From an optimization exercise on the open Yosys and OpenROAD flow, aimed at small area and a short achievable clock period; shortcuts taken in it are not production practice.
At most, simulation tests tie the RTL to the original design; equivalence was not proved.
No functional check of the RTL was part of runs 1 and 2.
Power is estimated from default activity; no workload was simulated.

===== config.mk =====
export PLATFORM = sky130hd
export DESIGN_NAME = pipeline_cpu
export DESIGN_NICKNAME = pipeline_cpu
export VERILOG_FILES = /design/flow/design.v
export SDC_FILE = /design/flow/constraint.sdc
export NUM_CORES = 4
export LEC_CHECK = 0
export CAP_MARGIN = 20
export CORE_MARGIN = 2
export CORE_UTILIZATION = 40
export CTS_BUF_LIST = sky130_fd_sc_hd__clkbuf_16
export CTS_CLUSTER_DIAMETER = 60
export CTS_CLUSTER_SIZE = 24
export SLEW_MARGIN = 20

===== standard.sh =====
#!/bin/bash
# synth_recipe.tcl (not shown) runs the flow's synth.tcl, then flattens the netlist and writes it again
# the make line also repeats each setting of config.mk as NAME=value (left out here)
make -C /OpenROAD-flow-scripts/flow DESIGN_CONFIG=/design/flow/config.mk WORK_HOME=/design/flow/orfs CLKGATE_MAP_FILE= SYNTH_SCRIPT=/design/flow/synth_recipe.tcl "${@:-finish}"

===== design.v =====
module pipeline_cpu (
    input clk,rst,
    output [31:0] imem_addr,    
    input  [31:0] imem_data,    
    output        dmem_we,      
    output [31:0] dmem_addr,    
    output [31:0] dmem_wdata,   
    input  [31:0] dmem_rdata    
);
reg  [31:0] pc;
reg  [31:0] ir;             
reg         iv;             
reg  [31:0] a_e, b_e;       
reg  [12:1] imm_e;          
reg  [31:0] bop_e;          
reg  [4:0]  rd_e;
reg         fa_e, fb_e;     
reg         fbp_e, fbn_e;   
reg         fan_e;          
reg         fbs_e;          
reg         fbq_e;          
reg         regwr_e, memwr_e, lw_e, br_e;
reg         sub_e, s_add_e, s_and_e, s_or_e, s_xor_e, s_slt_e;
reg  [31:0] alu_m, wd_m;    
reg  [31:0] alu_n;          
reg  [4:0]  rd_m;
reg         regwr_m, memwr_m, lw_m;
reg  [31:0] res_w;          
reg  [4:0]  rd_w;
reg         regwr_w;
reg         tk1, tk2;       
reg  [13:0] x1, x2;         
reg  [31:0] rf [1:31];
always @(posedge clk) begin
    if (rst == 1'b0) pc <= 32'd0;
    else             pc <= pc + (tk2 ? {{18{x2[13]}}, x2} : 32'd1);
end
assign imem_addr = pc;
wire pcsrc;
wire flush_n = ~(pcsrc | tk1 | tk2);
always @(posedge clk or negedge rst) begin
    if (rst == 1'b0) iv <= 1'b0;
    else             iv <= flush_n;
end
always @(posedge clk) ir <= imem_data;
wire [6:0] op  = ir[6:0];
wire [4:0] rs1 = ir[19:15];
wire [4:0] rs2 = ir[24:20];
wire [4:0] rd  = ir[11:7];
wire [2:0] f3  = ir[14:12];
wire is_lw = (op == 7'b0000011);
wire is_sw = (op == 7'b0100011);
wire is_r  = (op == 7'b0110011);
wire is_i  = (op == 7'b0010011);
wire is_b  = (op == 7'b1100011);
wire is_alu = is_r | is_i;
reg  [31:0] rd1, rd2;
integer k;
always @(*) begin
    rd1 = 32'd0;
    rd2 = 32'd0;
    for (k = 1; k < 32; k = k + 1) begin
        rd1 = rd1 | ({32{rs1 == k}} & rf[k]);
        rd2 = rd2 | ({32{rs2 == k}} & rf[k]);
    end
end
wire [31:0] res_m = lw_m ? dmem_rdata : ~alu_n;
wire [31:0] a_d = (regwr_m && rd_m == rs1) ? res_m : rd1;
wire [31:0] b_d = (regwr_m && rd_m == rs2) ? res_m : rd2;
wire [11:0] imm_d = is_sw ? {ir[31:25], ir[11:7]} : ir[31:20];
wire src_d = is_lw | is_sw | is_i;
wire [31:0] imm32_d = {{20{imm_d[11]}}, imm_d};
wire fa_d  = regwr_e && rd_e == rs1;
wire fb_d  = regwr_e && rd_e == rs2;
reg d_add, d_sub, d_and, d_or, d_xor, d_slt;
always @(*) begin
    d_add = 1'b0; d_sub = 1'b0; d_and = 1'b0; d_or = 1'b0; d_xor = 1'b0; d_slt = 1'b0;
    if (is_alu) begin
        case (f3)
            3'b000: begin d_add = 1'b1; d_sub = is_r & ir[30]; end
            3'b001: ;
            3'b010: begin d_slt = 1'b1; d_sub = 1'b1; end
            3'b100: d_xor = 1'b1;
            3'b110: d_or  = 1'b1;
            3'b111: d_and = 1'b1;
            default: d_add = 1'b1;
        endcase
    end else begin
        d_add = 1'b1;
        d_sub = is_b;
    end
end
always @(posedge clk) begin
    a_e   <= a_d;
    b_e   <= b_d;
    bop_e <= (src_d ? imm32_d : b_d) ^ {32{d_sub}};
    imm_e <= {ir[31], ir[7], ir[30:25], ir[11:8]};
    rd_e  <= rd;
end
always @(posedge clk) begin
    fa_e    <= fa_d;
    fb_e    <= fb_d;
    fbp_e   <= fb_d & ~src_d & ~d_sub;
    fbn_e   <= fb_d & ~src_d & d_sub;
    fan_e   <= ~fa_d;
    fbs_e   <= ~(fb_d & ~src_d);
    fbq_e   <= ~(fb_d & ~src_d & d_sub);
    sub_e   <= d_sub;
    lw_e    <= is_lw;
end
always @(posedge clk or negedge rst) begin
    if (rst == 1'b0) begin
        regwr_e <= 1'b0; memwr_e <= 1'b0; br_e <= 1'b0;
        s_add_e <= 1'b0; s_and_e <= 1'b0; s_or_e <= 1'b0;
        s_xor_e <= 1'b0; s_slt_e <= 1'b0;
    end else begin
        regwr_e <= iv & (is_lw | is_alu) & (rd != 5'd0);
        memwr_e <= iv & is_sw;
        br_e    <= iv & is_b;
        s_add_e <= iv & d_add;
        s_and_e <= iv & d_and;
        s_or_e  <= iv & d_or;
        s_xor_e <= iv & d_xor;
        s_slt_e <= iv & d_slt;
    end
end
wire [31:0] fwd   = ~alu_n;
wire [31:0] a     = {fan_e ? a_e[31:16] : fwd[31:16],
                     fa_e  ? fwd[15:0] : a_e[15:0]};
wire [31:0] rs2v  = fb_e  ? fwd : b_e;
wire [31:0] bx    = {fbs_e ? bop_e[31:16] : fbq_e ? fwd[31:16] : alu_n[31:16],
                     fbp_e ? fwd[15:0] : fbn_e ? alu_n[15:0] : bop_e[15:0]};
wire [32:0] sum   = {1'b0, a} + {1'b0, bx} + {32'd0, sub_e};
wire        lt    = ~sum[32];
wire [31:0] alu   = ({32{s_add_e}} & sum[31:0]) |
                    ({32{s_and_e}} & (a & bx)) |
                    ({32{s_or_e}}  & (a | bx)) |
                    ({32{s_xor_e}} & (a ^ bx)) |
                    {31'd0, s_slt_e & lt};
assign pcsrc = br_e & (a == rs2v);
wire [13:0] imm14 = {imm_e[12], imm_e, 1'b0};
wire [13:0] x_e   = tk1 ? imm14 - x1 - 14'd3 : imm14 - 14'd4;
always @(posedge clk or negedge rst) begin
    if (rst == 1'b0) begin
        tk1 <= 1'b0; tk2 <= 1'b0;
    end else begin
        tk1 <= pcsrc; tk2 <= tk1;
    end
end
always @(posedge clk) begin
    x1 <= x_e;
    x2 <= x1;
end
always @(posedge clk or negedge rst) begin
    if (rst == 1'b0) begin
        alu_m <= 32'd0;
        regwr_m <= 1'b0; memwr_m <= 1'b0;
    end else begin
        alu_m <= alu;
        regwr_m <= regwr_e; memwr_m <= memwr_e;
    end
end
always @(posedge clk) begin
    lw_m  <= lw_e;
    alu_n <= ~alu;
    wd_m <= rs2v;
    rd_m <= rd_e;
end
assign dmem_we    = memwr_m;
assign dmem_addr  = alu_m;
assign dmem_wdata = wd_m;
always @(posedge clk or negedge rst) begin
    if (rst == 1'b0) regwr_w <= 1'b0;
    else             regwr_w <= regwr_m;
end
always @(posedge clk) begin
    res_w <= res_m;
    rd_w  <= rd_m;
end
always @(posedge clk) begin
    if (regwr_w) rf[rd_w] <= res_w;
end
endmodule

===== constraint.sdc =====
create_clock -name core_clock -period 10.0 [get_ports {clk}]
set_input_delay 2.0000 -clock core_clock [delete_from_list [all_inputs] [get_ports {clk}]]
set_output_delay 2.0000 -clock core_clock [all_outputs]
set_load 0.01 [all_outputs]

===== flow/run.sh =====
#!/bin/bash
set -euo pipefail
bash standard.sh SETUP_SLACK_MARGIN=6.8 finish > standard_flow.log 2>&1

==> impl_metrics.ini, run 1 <==
[cts]
insertion_delay_ps = 790
cts_max_level = 3
clockBufferDepth = 3
cts_buffers = 104
tritoncts = built
cts_sinks = 1354
cts_root_buffer = clkbuf_16
clkTransAtPathRegs_ps = 90
postCtsHoldBufs = 0

[yosys]
netlist.area_leader.share_pct = 51.3
ys_seq_elements = 1354
avgSynthCellArea_sq_um = 12.7
ys_top_cells_by_count = edfxtp_1, a22oi_1, dfxtp_1
synth_edf_count = 992
ys_async_sr_fraction_pct = 3.40
synth_ff_type = edfxtp_1
synth.top_cells.by_area = edfxtp_1, dfxtp_1, a22oi_1, ha_1, dfrtp_1
ys_warn_count = 1
yosysTopAreaCell = edfxtp_1
yosysMostFrequentCell = edfxtp_1
synth_cell_types = 87
synth_nets = 4772
synthCells = 4583
synth.cell_area_sq_mm = 0.0581
ys_seq_area_share_pct = 64.2

[floorplanning]
core_sq_mm = 0.144
row_count = 139
start_util_pct = 40.4
die_h_microns = 385
design.die.area_sq_mm = 0.148
io_pins = 163
fp.dieW_microns = 385

[grt]
grt_pass1_vias = 44700
grtUsageTotal_pct = 34.5
grt_antenna_before_repair = 13
grt_pass1_wl_mm = 355
grt_max_degree = 74
overflow = 0

[power_and_ir_drop]
powerDensity_mw_per_mm2 = 206
leakagePower_nw = 24.4
irDropWorstVdd_uv = 146

[final_layout]
drive_gt1_share_pct = 18.6
fin_util_pct = 47.8
fin_nets = 5049
areaGrowthSynthToFinish_pct = 18.5
n_fill_cell = 12500

[critical_path]
cpMostUsedCell = buf_6
startpoint = fbn_e$_DFF_P_
critPathArrivalTime_ps = 4190
required_ps = 10670
cp_top_family = buffers and inverters
path_buf_inv = 16
crit_chain = mux2_4 -> o21ai_4 -> inv_2 -> buf_4 -> buf_6 -> buf_4 -> buf_4 -> buf_6 -> buf_6 -> buf_6 -> buf_6 -> buf_6 -> buf_6 -> buf_6 -> buf_4 -> buf_4 -> buf_6 -> buf_6 -> ha_4 -> nand2_1 -> o211ai_1 -> a311o_1
crit_type = register to register
r2r-start = fbn_e$_DFF_P_
crit_path_end_kind = register
crit_fanout = 5
crit_slowest_cell = dfxtp_4
cpPeakStageDelay_ps = 400
worstSetupStartpointType = register

[sta]
skew_ps = 48.7
slew_headroom_pct = 18.0
hold_ws_ps = 332
hold_viol = 0
final.setup.tns_ps = 0
drv_slew = 0
rsz0062_at_grt = yes
setup_viol = 0
tightest_slew_ps = 1230
max_freq_ghz = 0.283
finalCritPeriodShare_pct = 35.3
min_period_ps = 3530

[placement]
gp_congestion = 0.961
dp.final_hpwl_mm = 148
io_buffers = 162

[detailed_routing]
firstDrtPassIters = 11
via_per_inst = 7.01
wl_per_cell_microns = 38.4
final_antenna_net_count = 0
drt_iter0_drc = 10800
route.detailed.drc = 0
routed_wl_mm = 264
vias = 48100

[hold_path]
worstHoldPathType = register to register
hold_start = lw_e$_DFF_P_

[status]
status = finished clean

[flow_run]
max-cap-violations = 0
metal layers:
metal / track usage (%) / share of wire, %
met5: 0.845 / 0.23
met1: 42.0 / 34
met2: 49.0 / 40
met3: 16.8 / 18
met4: 20.7 / 8.1
cells in the final DEF, fill, tap and decap left out, types with 74 or more instances in the layout:
cell type	synthesis	routed
a22o_1	125	125
nand2_1	302	296
nand4_1	104	104
xnor2_1	111	111
clkbuf_16	0	106
ha_1	119	110
a21oi_1	130	115
nor2_1	238	146
dfxtp_1	316	237
o21ai_0	127	99
nand3_1	109	105
dfxtp_2	0	74
nor2_4	0	94
a221oi_1	127	126
inv_1	172	173
a22oi_1	650	650
buf_4	0	243
edfxtp_1	992	992
buf_6	0	98
cell type report:
class	count	area [sq um]	area share, %
antenna	9	22.5	0.0327
clock buffer	106	2650	3.86
clock inverter	91	1160	1.68
inverter	174	658	0.957
multi-input combinational	2779	20600	29.9
sequential	1354	37400	54.3
tap	1903	2380	3.46
timing repair buffer	447	3950	5.75
path summary, 6_finish.rpt:
check / endpoint / slack, ps / cells past startpoint
max: alu_m[0]$_DFF_PN0_ / 6470 / 22
min: lw_m$_DFF_P_ / 330 / 0
max reg2reg: alu_m[0]$_DFF_PN0_ / 6470 / 22
min reg2reg: lw_m$_DFF_P_ / 330 / 0
max in group asynchronous: alu_m[20]$_DFF_PN0_ / 7840 / 2
min in group asynchronous: br_e$_DFF_PN0_ / 1070 / 1
timing repair:
action,4_1_cts,5_1_grt
pin swaps,62,43
gates cloned,0,1
resized for setup,625,129
endpoints found under the setup margin,256,228
endpoints found under the hold margin,0,0
buffers inserted,100,39
power breakdown:
group	total, mW	internal [mW]	switching, mW
clock network	4.65	2.21	2.44
logic	1.86	0.706	1.15
registers	7.66	6.93	0.730
through the flow:
| step | setup WS [ps] | power, mW | instance area, sq um | instances |
|---|---|---|---|---|
| after floorplan | 6720 | 8.35 | 58100 | 4583 |
| after global placement | 5710 | 9.37 | 62800 | 6516 |
| after detailed placement | 5710 | 9.39 | 62800 | 6516 |
| after CTS | 6490 | 14.0 | 67900 | 6813 |
| after global routing | 6370 | 14.5 | 68800 | 6856 |
| final | 6470 | 14.2 | 68800 | 6863 |
logic make-up (layout without fill, tap and decap cells):
group           after synthesis  in the layout  synth area share, %
xor+xnor                    143            143                 2.16
mux                          69             69                 1.23
flops                      1354           1354                 64.2
other cells                   0              9                    0
compound gates             1420           1420                 18.3
buf+inv                     450            818                 3.06
fa+ha+maj                   123            123                 2.70
simple gates               1024           1024                 8.43
sequential cells by signal, summed over array words and instances, names as in the netlist, 4 cells and up:
register	count
x1	14
alu_n	32
b_e	32
imm_e	8
res_w	32
rd_e	4
bop_e	32
rd_w	5
a_e	32
pc	32
rf	992
alu_m	32
ir	32
wd_m	32
x2	14
rd_m	5
==> run 2, diff against run 1 <==
--- a/config.mk
+++ b/config.mk
@@ -12,3 +12,4 @@
 export CTS_CLUSTER_DIAMETER = 60
 export CTS_CLUSTER_SIZE = 24
 export SLEW_MARGIN = 20
+export TNS_END_PERCENT = 10
==> run 2 against run 1 <==
Via count decreased by 0.25%. Power is essentially flat. Non-clock buffer count down 51. Sequential power is 0.5% higher. Count of clock-buffer cells in the layout decreased by 3. Synthesized area is the same. Sequential share of layout area increased by 0.60 points. Critical path depth shrank 13. Maximum frequency down 0.81%. Setup slack worse by 29 ps. Critical endpoint is now a_e[9]$_DFF_P_. Highest routed layer unchanged.
==> impl_metrics.ini, run 2 <==
[status]
status = finished clean

[yosys]
ys_seq_area_share_pct = 64.2
ys_top_cells_by_count = edfxtp_1, a22oi_1, dfxtp_1
synth-simple-area-share_pct = 8.43
muxShareOfSynthArea_pct = 1.23
ys_seq_elements = 1354
yosysTopAreaCell = edfxtp_1
synth.top_cells.by_area = edfxtp_1, dfxtp_1, a22oi_1, ha_1, dfrtp_1
synth_xor_area_share_pct = 2.16
ys_warn_count = 1
ys_async_sr_fraction_pct = 3.40
synth_compound_area_share_pct = 18.3
synthAdderAreaFrac_pct = 2.70
synth_cell_types = 87
avgSynthCellArea_sq_um = 12.7
synthCells = 4583
synth_nets = 4772
netlist.area_leader.share_pct = 51.3
synth_ff_type = edfxtp_1
yosysMostFrequentCell = edfxtp_1
synth_edf_count = 992
synth.cell_area_sq_mm = 0.0581
synth_top_family_by_area = compound AO/OA/AOI/OAI gates

[grt]
grt_pass1_wl_mm = 349
overflow = 0
grt_pass1_vias = 44300
grt_antenna_before_repair = 17
grtUsageTotal_pct = 33.9
grt_max_degree = 65

[power_and_ir_drop]
clockPowerShare_pct = 33.4
leakagePower_nw = 24.1
power.total_mw = 14.2
seqPwrFrac_pct = 54.3
irDropWorstVdd_uv = 143
powerDensity_mw_per_mm2 = 209
comb_power_share_pct = 12.3
p_sw_mw = 4.33
p_int_mw = 9.84
switching_share_pct = 30.6

[critical_path]
cp_top_family = simple AND/OR/NAND/NOR gates
path_buf_inv = 2
cpMostUsedCell = buf_4
crit_type = register to register
crit_chain = or3_1 -> nor2_4 -> buf_4 -> buf_4 -> a22o_1 -> a221oi_1 -> nand4_1 -> nor3_1 -> a21oi_1
critPathArrivalTime_ps = 4140
cpPeakStageDelay_ps = 790
r2r_setup_slack_ps = 6440
r2r-start = ir[17]$_DFF_P_
crit_path_end_kind = register
crit_slowest_cell = nor3_1
crit_fanout = 21
r2r_end = a_e[9]$_DFF_P_
worstSetupStartpointType = register
r2r_cells = 9
required_ps = 10580

[sta]
finalCritPeriodShare_pct = 35.6
min_period_ps = 3560
drv_slew = 0
slew_headroom_pct = 9.18
hold_ws_ps = 323
setup_viol = 0
hold_viol = 0
tightest_slew_ps = 1360
final.setup.tns_ps = 0
rsz0062_at_grt = yes
skew_ps = 69.1
max_freq_ghz = 0.281

[final_layout]
fin_nets = 4999
drive_gt1_share_pct = 14.0
final_cells = 6808
largest_register_ffs = 992
largest_register = rf
final_common_cell = edfxtp_1
layout_common_cells = edfxtp_1, a22oi_1, nand2_1
areaGrowthSynthToFinish_pct = 17.0

[floorplanning]
io_pins = 163
die_h_microns = 385
row_count = 139
design.die.area_sq_mm = 0.148
fp.dieW_microns = 385
core_sq_mm = 0.144
start_util_pct = 40.4

[cts]
insertion_delay_ps = 790
clockBufferDepth = 3
postCtsHoldBufs = 0
cts_buffers = 102
cts_sinks = 1354
cts_root_buffer = clkbuf_16
clkTransAtPathRegs_ps = 90
tritoncts = built
cts_max_level = 3

[placement]
gp_congestion = 0.980
io_buffers = 162
dp_cells = 6508
dp.final_hpwl_mm = 149

[flow_run]
max-cap-violations = 0

[detailed_routing]
firstDrtPassIters = 13
wl_per_cell_microns = 38.2
final_antenna_net_count = 0
routed_wl_mm = 260
route.detailed.drc = 0
vias = 48000
drt_iter0_drc = 11200
via_per_inst = 7.05

[hold_path]
hold_end = lw_m$_DFF_P_
hold_start = lw_e$_DFF_P_
hold_depth = 0
worstHoldPathType = register to register
-- run 2: cell counts after synthesis --
No cell type changed its count.
-- run 2: power groups by stage --
stage	Clock, mW	Sequential [mW]	Combinational [mW]
after global routing	4.95	7.73	1.85
after global placement	0	7.78	1.60
after floorplan	0	7.48	0.871
after CTS	4.74	7.64	1.64
after detailed placement	0	7.76	1.63
final	4.73	7.70	1.74
-- run 2: per-layer routing --
layer / wire [microns] / part of all wire, % / global-route usage (%)
met5: 406 / 0.16 / 0.617
met4: 20800 / 8.0 / 20.4
met2: 105000 / 40 / 48.0
met3: 46800 / 18 / 16.3
met1: 87400 / 34 / 41.5
-- run 2: per-stage QoR --
step,instance area (sq um),util [%],setup slack (ps)
after CTS,67100,46.6,6510
after global placement,62700,43.6,5740
final,67900,47.2,6440
after detailed placement,62700,43.6,5740
after floorplan,58100,-,6720
after global routing,67900,47.2,6450
-- run 2: worst max-delay path by stage --
stage,cells past startpoint,start,slack [ps],end
after floorplan,15,fbn_e$_DFF_P_,6720,alu_m[24]$_DFF_PN0_
after global placement,7,dmem_rdata[25],5740,bop_e[25]$_DFF_P_
after detailed placement,7,dmem_rdata[25],5740,bop_e[25]$_DFF_P_
after CTS,14,fbn_e$_DFF_P_,6510,alu_n[20]$_DFF_P_
after global routing,9,ir[15]$_DFF_P_,6450,a_e[19]$_DFF_P_
final,9,ir[17]$_DFF_P_,6440,a_e[9]$_DFF_P_
-- run 2: cell type report --
cell class | count | area, sq um
diodes | 5 | 12.5
clock buffers | 103 | 2580
clock inverters | 91 | 1340
fillers | 12600 | 75900
inverters | 174 | 658
multi-input cells | 2782 | 20300
flip-flops and latches | 1354 | 37300
well taps | 1903 | 2380
repair buffers | 396 | 3390
-- run 2: logic make-up after synthesis --
| logic type | count (synthesis) |
|---|---|
| muxes | 69 |
| adders and majority gates | 123 |
| DFF | 1354 |
| xor gates and xnor gates | 143 |
| AOI/OAI and AO/OA | 1420 |
| and+or+nand+nor | 1024 |
| buffers and inverters | 450 |
-- run 2: timing repair --
item | in CTS | in global routing
resized for setup | 178 | 76
setup buffers | 43 | 53
pin swaps | 37 | 28
setup endpoints to repair | 258 | 236
cloned | 0 | 3
==> run 3, diff against run 2 <==
--- a/design.v
+++ b/design.v
@@ -130,7 +130,24 @@
 wire [31:0] rs2v  = fb_e  ? fwd : b_e;
 wire [31:0] bx    = {fbs_e ? bop_e[31:16] : fbq_e ? fwd[31:16] : alu_n[31:16],
                      fbp_e ? fwd[15:0] : fbn_e ? alu_n[15:0] : bop_e[15:0]};
-wire [32:0] sum   = {1'b0, a} + {1'b0, bx} + {32'd0, sub_e};
+wire [31:0] pg [0:5];
+wire [31:0] pp [0:5];
+assign pg[0] = a & bx;
+assign pp[0] = a ^ bx;
+genvar lv, bi;
+generate for (lv = 1; lv <= 5; lv = lv + 1) begin : ks
+    for (bi = 0; bi < 32; bi = bi + 1) begin : kb
+        if (bi >= (1 << (lv - 1))) begin : c
+            assign pg[lv][bi] = pg[lv-1][bi] | (pp[lv-1][bi] & pg[lv-1][bi - (1 << (lv - 1))]);
+            assign pp[lv][bi] = pp[lv-1][bi] & pp[lv-1][bi - (1 << (lv - 1))];
+        end else begin : p
+            assign pg[lv][bi] = pg[lv-1][bi];
+            assign pp[lv][bi] = pp[lv-1][bi];
+        end
+    end
+end endgenerate
+wire [32:0] cy    = {pg[5] | (pp[5] & {32{sub_e}}), sub_e};
+wire [32:0] sum   = {cy[32], pp[0] ^ cy[31:0]};
 wire        lt    = ~sum[32];
 wire [31:0] alu   = ({32{s_add_e}} & sum[31:0]) |
                     ({32{s_and_e}} & (a & bx)) |
==> flow/run.sh (replaced) <==
#!/bin/bash
set -euo pipefail
bash standard.sh SETUP_SLACK_MARGIN=6.8 "BUFFER_PORTS_ARGS=-buffer_cell sky130_fd_sc_hd__buf_2" finish > standard_flow.log 2>&1
--- a/config.mk
+++ b/config.mk
@@ -7,9 +7,8 @@
 export LEC_CHECK = 0
 export CAP_MARGIN = 20
 export CORE_MARGIN = 2
-export CORE_UTILIZATION = 40
+export CORE_UTILIZATION = 50
 export CTS_BUF_LIST = sky130_fd_sc_hd__clkbuf_16
 export CTS_CLUSTER_DIAMETER = 60
 export CTS_CLUSTER_SIZE = 24
 export SLEW_MARGIN = 20
-export TNS_END_PERCENT = 10
==> run 3 against run 2 <==
Still clean on timing, DRC and antenna. Clock skew fell by 14 ps. Via count fell by 0.12%. Register-to-register slack improved by 170 ps. Non-clock buffer count rose by 33. Flip-flop and latch count did not move. Combinational power rose by 8%. First-iteration DRC count rose by 1.9%.
==> impl_metrics.ini, run 3 <==
[cts]
cts_sinks = 1354
postCtsHoldBufs = 0
insertion_delay_ps = 780
cts_buffers = 112
cts_root_buffer = clkbuf_16
cts_max_level = 3
clockBufferDepth = 3
clkTransAtPathRegs_ps = 90
tritoncts = built

[yosys]
synth_ff_type = edfxtp_1
ys_top_cells_by_count = edfxtp_1, a22oi_1, dfxtp_1
ys_seq_area_share_pct = 64.6
ys_async_sr_fraction_pct = 3.40
netlist.area_leader.share_pct = 51.6
yosysTopAreaCell = edfxtp_1
synth.cell_area_sq_mm = 0.0577
synth.top_cells.by_area = edfxtp_1, dfxtp_1, a22oi_1, ha_1, dfrtp_1
ys_seq_elements = 1354
synth_nets = 4741
avgSynthCellArea_sq_um = 12.7
yosysMostFrequentCell = edfxtp_1
synth_edf_count = 992
synth_cell_types = 71
ys_warn_count = 1
synthCells = 4553

[critical_path]
crit_type = register to register
crit_path_end_kind = register
crit_fanout = 5
crit_chain = buf_6 -> buf_12 -> mux2_4 -> o21ai_4 -> ha_4 -> and3_4 -> a22o_4 -> a31o_4 -> and4_4 -> nor3_4 -> buf_6 -> o31a_1 -> o21bai_1 -> xor2_1 -> a21o_1
critPathArrivalTime_ps = 4030
cp_top_family = compound AO/OA/AOI/OAI gates
crit_slowest_cell = dfxtp_4
cpMostUsedCell = buf_6
worstSetupStartpointType = register
required_ps = 10650
cpPeakStageDelay_ps = 400
path_buf_inv = 3

[final_layout]
final_common_cell = edfxtp_1
drive_gt1_share_pct = 20.1
largest_register = rf
layout_common_cells = edfxtp_1, a22oi_1, nand2_1
n_fill_cell = 9060
areaGrowthSynthToFinish_pct = 17.9
fin_nets = 5008
largest_register_ffs = 992

[power_and_ir_drop]
comb_power_share_pct = 12.9
irDropWorstVdd_uv = 169
leakagePower_nw = 24.3
p_sw_mw = 4.39
powerDensity_mw_per_mm2 = 214
seqPwrFrac_pct = 52.5
clockPowerShare_pct = 34.6
p_int_mw = 10.2
switching_share_pct = 30.1

[floorplanning]
start_util_pct = 50.4
core_sq_mm = 0.115
io_pins = 163
die_h_microns = 344
row_count = 124
fp.dieW_microns = 344
design.die.area_sq_mm = 0.118

[grt]
grt_antenna_before_repair = 18
grtUsageTotal_pct = 42.7
grt_max_degree = 65
grt_pass1_vias = 43800
overflow = 0
grt_pass1_wl_mm = 348

[sta]
finalCritPeriodShare_pct = 33.8
max_freq_ghz = 0.296
setup_viol = 0
tightest_slew_ps = 1340
rsz0062_at_grt = yes
slew_headroom_pct = 9.72
final.setup.tns_ps = 0
drv_slew = 0
min_period_ps = 3380
hold_ws_ps = 331
skew_ps = 55.0
hold_viol = 0

[hold_path]
worstHoldPathType = register to register

[flow_run]
max-cap-violations = 0

[detailed_routing]
firstDrtPassIters = 13
vias = 47900
wl_per_cell_microns = 40.1
via_per_inst = 7.44
routed_wl_mm = 258
drt_iter0_drc = 11400
route.detailed.drc = 0
final_antenna_net_count = 0

[placement]
io_buffers = 162
gp_congestion = 0.951
dp.final_hpwl_mm = 139

[status]
status = finished clean
run 3: worst register-to-register path, delay by kind of cell (launching register included):
kind / cells / cell delay (ps)
AO/OA/AOI/OAI: 6 / 1140
multiplexers: 1 / 310
buffers and inverters: 3 / 380
adder cells (fa/ha/maj): 1 / 220
flip-flops: 1 / 400
AND/OR/NAND/NOR: 3 / 650
XOR/XNOR: 1 / 180
run 3: worst paths after layout:
| check | startpoint | end | slack, ps | cells past startpoint |
|---|---|---|---|---|
| hold reg to reg | lw_e$_DFF_P_ | lw_m$_DFF_P_ | 330 | 0 |
| hold / removal | lw_e$_DFF_P_ | lw_m$_DFF_P_ | 330 | 0 |
| min in group asynchronous | rst | s_add_e$_DFF_PN0_ | 1390 | 2 |
| max in group asynchronous | rst | tk2$_DFF_PN0_ | 8090 | 2 |
| setup / recovery | fbn_e$_DFF_P_ | alu_m[29]$_DFF_PN0_ | 6620 | 15 |
| setup reg to reg | fbn_e$_DFF_P_ | alu_m[29]$_DFF_PN0_ | 6620 | 15 |
run 3: cells by family after synthesis:
| logic type | count (synthesis) | synth area share, % |
|---|---|---|
| flops | 1354 | 64.6 |
| xor+xnor | 151 | 2.29 |
| buf+inv | 464 | 3.11 |
| fa+ha+maj | 122 | 2.68 |
| compound gates | 1399 | 18.0 |
| mux | 70 | 1.25 |
| simple gates | 993 | 8.10 |
run 3: timing repair:
item                                    CTS  global route
gates resized for setup                 267           120
cloned                                    1             0
pin swaps                                68            32
endpoints found under the setup margin  245           200
setup buffers                            84            38
run 3: layout make-up:
type | count | area, sq um | share of cell area [%]
clock inverters | 99 | 1380 | 2.03
multi-input cells | 2736 | 20400 | 30.0
inverters | 187 | 702 | 1.03
repair buffers | 429 | 3380 | 4.97
diodes | 8 | 20.0 | 0.0294
well taps | 1512 | 1890 | 2.78
clock buffers | 115 | 2880 | 4.23
flip-flops and latches | 1354 | 37400 | 54.9
run 3: per-layer routing:
| layer | global-route usage, % | wire length (microns) |
|---|---|---|
| met1 | 53.6 | 87200 |
| met2 | 59.5 | 103000 |
| met3 | 20.9 | 46900 |
| met5 | 1.04 | 591 |
| met4 | 24.6 | 20500 |
run 3: power groups by stage:
stage	combinational, mW	sequential (mW)	clock [mW]
2_1_floorplan	0.826	7.49	0
3_3_place_gp	1.53	7.72	0
3_5_place_dp	1.54	7.72	0
4_1_cts	1.68	7.60	5.03
5_1_grt	1.97	7.71	5.25
6_report	1.88	7.65	5.05
run 3: per-stage QoR:
stage | total power [mW] | instance area, sq um | instances | util (%) | setup slack [ps]
floorplan | 8.31 | 57800 | 4553 | - | 6800
finish | 14.6 | 68100 | 6440 | 59.5 | 6620
CTS | 14.3 | 67300 | 6394 | 58.7 | 6670
global placement | 9.25 | 61200 | 6095 | 53.4 | 5650
detailed placement | 9.26 | 61200 | 6095 | 53.4 | 5610
global route | 14.9 | 68100 | 6433 | 59.4 | 6510
==> run 4, diff against run 3 <==
==> flow/run.sh (replaced) <==
#!/bin/bash
set -euo pipefail
bash standard.sh SETUP_SLACK_MARGIN=6.6 "BUFFER_PORTS_ARGS=-buffer_cell sky130_fd_sc_hd__buf_2" finish > standard_flow.log 2>&1
--- a/config.mk
+++ b/config.mk
@@ -7,7 +7,7 @@
 export LEC_CHECK = 0
 export CAP_MARGIN = 20
 export CORE_MARGIN = 2
-export CORE_UTILIZATION = 50
+export CORE_UTILIZATION = 40
 export CTS_BUF_LIST = sky130_fd_sc_hd__clkbuf_16
 export CTS_CLUSTER_DIAMETER = 60
 export CTS_CLUSTER_SIZE = 24
==> run 4 against run 3 <==
Setup slack lost 190 ps. Clock skew grew 23 ps. Synthesized cell count is the same. Global-route usage shrank 8.8 points. Largest cell class unchanged. Design area shrank 1.9%. Register-to-register slack lost 190 ps. Critical path depth shrank 7. Combinational power shrank 7%. Count of clock-buffer cells in the layout shrank 14. Clock power shrank 11%. Maximum frequency shrank 5.3%. Synthesized area is the same.
==> impl_metrics.ini, run 4 <==
[floorplanning]
core_sq_mm = 0.143
row_count = 139
die_h_microns = 384
fp.dieW_microns = 384
design.die.area_sq_mm = 0.147
io_pins = 163
start_util_pct = 40.2

[critical_path]
critPathArrivalTime_ps = 4200
crit_path_end_kind = register
crit_slowest_cell = nor3_1
required_ps = 10630
cp_top_family = simple AND/OR/NAND/NOR gates
crit_type = register to register
crit_fanout = 20
worstSetupStartpointType = register
crit_chain = nand2_1 -> nor2_4 -> buf_4 -> a22o_1 -> a221oi_1 -> nand4_1 -> nor3_1 -> a21oi_1
path_buf_inv = 1
cpPeakStageDelay_ps = 740

[cts]
cts_buffers = 101
cts_max_level = 3
tritoncts = built
insertion_delay_ps = 800
clkTransAtPathRegs_ps = 90
clockBufferDepth = 3
cts_sinks = 1354
cts_root_buffer = clkbuf_16

[power_and_ir_drop]
irDropWorstVdd_uv = 199
powerDensity_mw_per_mm2 = 208
power.total_mw = 13.9
leakagePower_nw = 23.7

[yosys]
ys_seq_elements = 1354
ys_top_cells_by_count = edfxtp_1, a22oi_1, dfxtp_1
synth_ff_type = edfxtp_1
synth.top_cells.by_area = edfxtp_1, dfxtp_1, a22oi_1, ha_1, dfrtp_1
synth.cell_area_sq_mm = 0.0577
ys_seq_area_share_pct = 64.6
avgSynthCellArea_sq_um = 12.7
synth_nets = 4741
netlist.area_leader.share_pct = 51.6
synth_cell_types = 71
ys_async_sr_fraction_pct = 3.40
ys_warn_count = 1
yosysTopAreaCell = edfxtp_1
yosysMostFrequentCell = edfxtp_1
synthCells = 4553
synth_edf_count = 992

[placement]
dp_cells = 6495
dp.final_hpwl_mm = 148
io_buffers = 162
dpl_cell_area_sq_mm = 0.0617
dp_slack_ps = 5830
gp_congestion = 0.970

[hold_path]
worstHoldPathType = register to register

[status]
status = finished clean

[sta]
setup_slack_ps = 6430
finalCritPeriodShare_pct = 35.7
hold_ws_ps = 329
min_period_ps = 3570
max_freq_ghz = 0.280
setup_viol = 0
slew_headroom_pct = 17.0
final.setup.tns_ps = 0
rsz0062_at_grt = yes
hold_viol = 0
skew_ps = 77.7
drv_slew = 0
tightest_slew_ps = 1240

[grt]
grt_antenna_before_repair = 13
grt_pass1_wl_mm = 348
overflow = 0
grt_max_degree = 65
grt_pass1_vias = 43600
grtUsageTotal_pct = 33.9

[flow_run]
max-cap-violations = 0

[final_layout]
drive_gt1_share_pct = 17.0
final_area_sq_mm = 0.0668
fin_nets = 4955
n_fill_cell = 12600
areaGrowthSynthToFinish_pct = 15.7
largest_register = rf
final_common_cell = edfxtp_1
fin_util_pct = 46.6
largest_register_ffs = 992
final_cells = 6771
layout_common_cells = edfxtp_1, a22oi_1, dfxtp_1

[detailed_routing]
vias = 48000
routed_wl_mm = 260
drt_iter0_drc = 11200
via_per_inst = 7.09
wl_per_cell_microns = 38.4
route.detailed.drc = 0
final_antenna_net_count = 0
firstDrtPassIters = 15
[run 4: cell counts after synthesis]
Identical to the previous run, type by type.
[run 4: power by group]
part,internal [mW],switching [mW]
registers,6.94,0.731
clock network,2.07,2.43
logic,0.645,1.11
total,9.65,4.27
[run 4: timing repair]
item | 4_1_cts | 5_1_grt
setup buffers | 41 | 30
hold buffers | 0 | 0
pin swaps | 32 | 28
endpoints found under the setup margin | 130 | 70
resized for setup | 94 | 90
gates cloned | 0 | 1
[run 4: cell type report]
| class | count | area [sq um] | share of cell area (%) |
|---|---|---|---|
| diodes | 13 | 32.5 | 0.0487 |
| clock buffers | 101 | 2530 | 3.78 |
| clock inverters | 90 | 1160 | 1.73 |
| inverters | 187 | 702 | 1.05 |
| multi-input cells | 2736 | 20100 | 30.1 |
| flip-flops and latches | 1354 | 37300 | 55.8 |
| well taps | 1903 | 2380 | 3.56 |
| repair buffers | 387 | 2620 | 3.92 |
[run 4: logic make-up (layout without fill, tap and decap cells)]
logic type	count (synthesis)	count (layout)	share of synthesized area, %
other cells	0	13	0
fa+ha+maj	122	122	2.68
compound gates	1399	1399	18.0
xor+xnor	151	151	2.29
mux	70	70	1.25
buf+inv	464	765	3.11
flops	1354	1354	64.6
simple gates	993	994	8.10
[run 4: per-layer routing]
| layer | global-route usage, % | vias to the layer above | share of wire (%) |
|---|---|---|---|
| met5 | 2.89 | - | 0.27 |
| met4 | 18.3 | 30 | 7.7 |
| met3 | 16.7 | 1534 | 19 |
| met2 | 47.3 | 5296 | 40 |
| met1 | 42.5 | 22800 | 34 |
| li1 | - | 18300 | - |
[run 4: worst paths after layout]
kind                                 from                   to  slack, ps  depth (start not counted)
max                        ir[16]$_DFF_P_      a_e[23]$_DFF_P_       6430                          8
min                          lw_e$_DFF_P_         lw_m$_DFF_P_        330                          0
max reg2reg                ir[16]$_DFF_P_      a_e[23]$_DFF_P_       6430                          8
min reg2reg                  lw_e$_DFF_P_         lw_m$_DFF_P_        330                          0
max in group asynchronous             rst  alu_m[10]$_DFF_PN0_       8150                          2
min in group asynchronous             rst    regwr_m$_DFF_PN0_       1360                          2
[run 4: worst reg2reg max path: stages (launching register included)]
cell      delay [ps]
dfxtp_1          390
nand2_1          610
nor2_4           350
buf_4            450
a22o_1           320
a221oi_1         230
nand4_1          130
nor3_1           740
a21oi_1          190
==> run 5, diff against run 4 <==
--- a/config.mk
+++ b/config.mk
@@ -7,7 +7,7 @@
 export LEC_CHECK = 0
 export CAP_MARGIN = 20
 export CORE_MARGIN = 2
-export CORE_UTILIZATION = 40
+export CORE_UTILIZATION = 50
 export CTS_BUF_LIST = sky130_fd_sc_hd__clkbuf_16
 export CTS_CLUSTER_DIAMETER = 60
 export CTS_CLUSTER_SIZE = 24
==> run 5 against run 4 <==
Largest power group unchanged. Maximum frequency shrank 0.13%. Die area shrank 20%. Synthesized cell count is the same. Sequential share of layout area grew 0.25 points. First-iteration DRC count shrank 0.76%. Highest routed layer unchanged.
==> impl_metrics.ini, run 5 <==
[sta]
drv_slew = 0
rsz0062_at_grt = yes
final.setup.tns_ps = 0
min_period_ps = 3570
hold_viol = 0
max_freq_ghz = 0.280
skew_ps = 37.0
hold_ws_ps = 330
setup_viol = 0
setup_slack_ps = 6430
finalCritPeriodShare_pct = 35.7
slew_headroom_pct = 13.7
tightest_slew_ps = 1280

[final_layout]
fin_nets = 4941
layout_common_cells = edfxtp_1, a22oi_1, dfxtp_1
final_common_cell = edfxtp_1
largest_register_ffs = 992
largest_register = rf
areaGrowthSynthToFinish_pct = 15.2
final_cells = 6365
drive_gt1_share_pct = 17.0
final_area_sq_mm = 0.0665

[detailed_routing]
firstDrtPassIters = 13
route.detailed.drc = 0
final_antenna_net_count = 0
routed_wl_mm = 258
drt_iter0_drc = 11100
via_per_inst = 7.46
vias = 47500
wl_per_cell_microns = 40.5

[critical_path]
crit_type = register to register
path_buf_inv = 2
cpPeakStageDelay_ps = 640
crit_path_end_kind = register
cp.depth = 10
required_ps = 10580
cp_top_family = simple AND/OR/NAND/NOR gates
worstSetupStartpointType = register
critPathArrivalTime_ps = 4160
r2r_setup_slack_ps = 6430
r2r_cells = 10
r2r-start = ir[24]$_DFF_P_
crit_slowest_cell = or3b_2
crit_fanout = 18
r2r_end = bop_e[9]$_DFF_P_
crit_chain = or3b_2 -> nor2_4 -> buf_4 -> buf_6 -> a22oi_1 -> nand2_1 -> nor4_1 -> a31oi_1 -> mux2i_1 -> xnor2_1

[yosys]
avgSynthCellArea_sq_um = 12.7
netlist.area_leader.share_pct = 51.6
synthCells = 4553
ys_warn_count = 1
ys_seq_area_share_pct = 64.6
ys_seq_elements = 1354
yosysMostFrequentCell = edfxtp_1
synth_nets = 4741
synth.top_cells.by_area = edfxtp_1, dfxtp_1, a22oi_1, ha_1, dfrtp_1
ys_top_cells_by_count = edfxtp_1, a22oi_1, dfxtp_1
synth_cell_types = 71
synth_edf_count = 992
ys_async_sr_fraction_pct = 3.40
synth_ff_type = edfxtp_1
yosysTopAreaCell = edfxtp_1
synth.cell_area_sq_mm = 0.0577

[grt]
grtUsageTotal_pct = 42.4
grt_pass1_vias = 43100
overflow = 0
grt_antenna_before_repair = 18
grt_max_degree = 65
grt_pass1_wl_mm = 345

[hold_path]
worstHoldPathType = register to register
hold_depth = 0
hold_start = lw_e$_DFF_P_
hold_end = lw_m$_DFF_P_

[cts]
clockBufferDepth = 3
clkTransAtPathRegs_ps = 80
cts_buffers = 106
cts_sinks = 1354
cts_root_buffer = clkbuf_16
insertion_delay_ps = 760
tritoncts = built
cts_max_level = 3
postCtsHoldBufs = 0

[placement]
dpl_cell_area_sq_mm = 0.0612
dp.final_hpwl_mm = 140
dp_slack_ps = 5770
io_buffers = 162
dp_cells = 6098
gp_congestion = 0.953

[power_and_ir_drop]
comb_power_share_pct = 12.4
irDropWorstVdd_uv = 159
leakagePower_nw = 23.7
seqPwrFrac_pct = 53.9
powerDensity_mw_per_mm2 = 213
p_int_mw = 9.89
clockPowerShare_pct = 33.7
p_sw_mw = 4.26
switching_share_pct = 30.1

[status]
status = finished clean

[flow_run]
max-cap-violations = 0

[floorplanning]
start_util_pct = 50.4
row_count = 124
core_sq_mm = 0.115
design.die.area_sq_mm = 0.118
fp.dieW_microns = 344
io_pins = 163
die_h_microns = 344
==> run 5: what timing repair did <==
item                                    in CTS  in global routing
setup buffers                               18                 40
gates cloned                                 1                  0
pin swaps                                   17                 36
endpoints found under the hold margin        0                  0
endpoints found under the setup margin     127                 74
gates resized for setup                     83                120
==> run 5: layout make-up <==
type,count,area (sq um)
fill,9240,48000
multi-input combinational,2736,20200
clock inverter,89,1180
antenna,9,22.5
inverter,187,702
sequential,1354,37300
clock buffer,110,2750
timing repair buffer,368,2500
tap,1512,1890
==> run 5: power groups by stage <==
stage	combinational [mW]	sequential, mW	clock, mW
3_5_place_dp	1.54	7.71	0
2_1_floorplan	0.825	7.49	0
3_3_place_gp	1.53	7.71	0
6_report	1.76	7.63	4.77
4_1_cts	1.58	7.59	4.76
5_1_grt	1.84	7.69	4.97
==> run 5: cell families (layout without fill, tap and decap cells) <==
group / Yosys count / count (layout) / share of synthesized area [%]
compound gates: 1399 / 1399 / 18.0
xor+xnor: 151 / 151 / 2.29
simple gates: 993 / 994 / 8.10
fa+ha+maj: 122 / 122 / 2.68
buf+inv: 464 / 754 / 3.11
flops: 1354 / 1354 / 64.6
other cells: 0 / 9 / 0
mux: 70 / 70 / 1.25
==> run 5: routing by layer <==
metal	routed length, microns	vias to the layer above	GRT usage [%]
li1	-	18300	-
met1	86600	22700	52.8
met2	103000	5003	59.3
met3	46100	1495	20.4
met4	21300	32	25.6
met5	629	-	1.04
==> run 5: worst register-to-register path, cell delays in order, from the launching register on <==
cell	delay, ps
dfxtp_1	450
or3b_2	640
nor2_4	110
buf_4	490
buf_6	430
a22oi_1	170
nand2_1	110
nor4_1	50
a31oi_1	610
mux2i_1	200
xnor2_1	170
==> run 5: worst max path at each step <==
stage | startpoint | to | slack (ps)
floorplan | fbn_e$_DFF_P_ | alu_m[30]$_DFF_PN0_ | 6650
global placement | fa_e$_DFF_P_ | alu_m[31]$_DFF_PN0_ | 5860
detailed placement | fa_e$_DFF_P_ | alu_m[31]$_DFF_PN0_ | 5770
CTS | ir[22]$_DFF_P_ | bop_e[0]$_DFF_P_ | 6600
global route | alu_n[0]$_DFF_P_ | alu_n[25]$_DFF_P_ | 6550
finish | ir[24]$_DFF_P_ | bop_e[9]$_DFF_P_ | 6430
==> run 5: per-stage QoR <==
step	power [mW]	utilization, %
2_1_floorplan	8.31	-
3_3_place_gp	9.24	53.4
3_5_place_dp	9.26	53.4
4_1_cts	13.9	57.3
5_1_grt	14.5	58.1
6_report	14.2	58.1

-- re-timing with driven ports --
Ports are ideal in the flow. The routed layouts listed here were re-timed in OpenROAD. Step 1 assumes that a clkbuf_16 drives the clock port and a buf_2 every other input. Step 2 adds t to the input delays and takes it off the output delays; t is the mean of the earliest and latest rising clock arrival at the registers after step 1. Input paths then give back, and output paths get back, about the clock's delay inside the block. Three values: no drivers, after step 1, after step 2; two values: the first two.
run	t, ns	setup slack, ns	hold slack, ns	worst slew at a driven data input, ns	pins driven straight from the clock port
run 1	0.853	6.473 / 6.473 / 6.040	0.332 / 0.332 / 0.332	0.09	1
run 2	0.839	6.444 / 6.444 / 6.006	0.323 / 0.323 / 0.323	0.10	1
run 3	0.823	6.618 / 6.618 / 6.153	0.331 / 0.331 / 0.331	0.08	1
run 4	0.863	6.430 / 6.430 / 6.096	0.329 / 0.329 / 0.329	0.06	1
run 5	0.809	6.425 / 6.425 / 6.110	0.330 / 0.330 / 0.330	0.08	1
After both steps setup and hold are still met in every run listed. For run 3, which loses most, drivers alone change the setup slack by 0.000 ns; drivers and shift together by -0.465 ns.
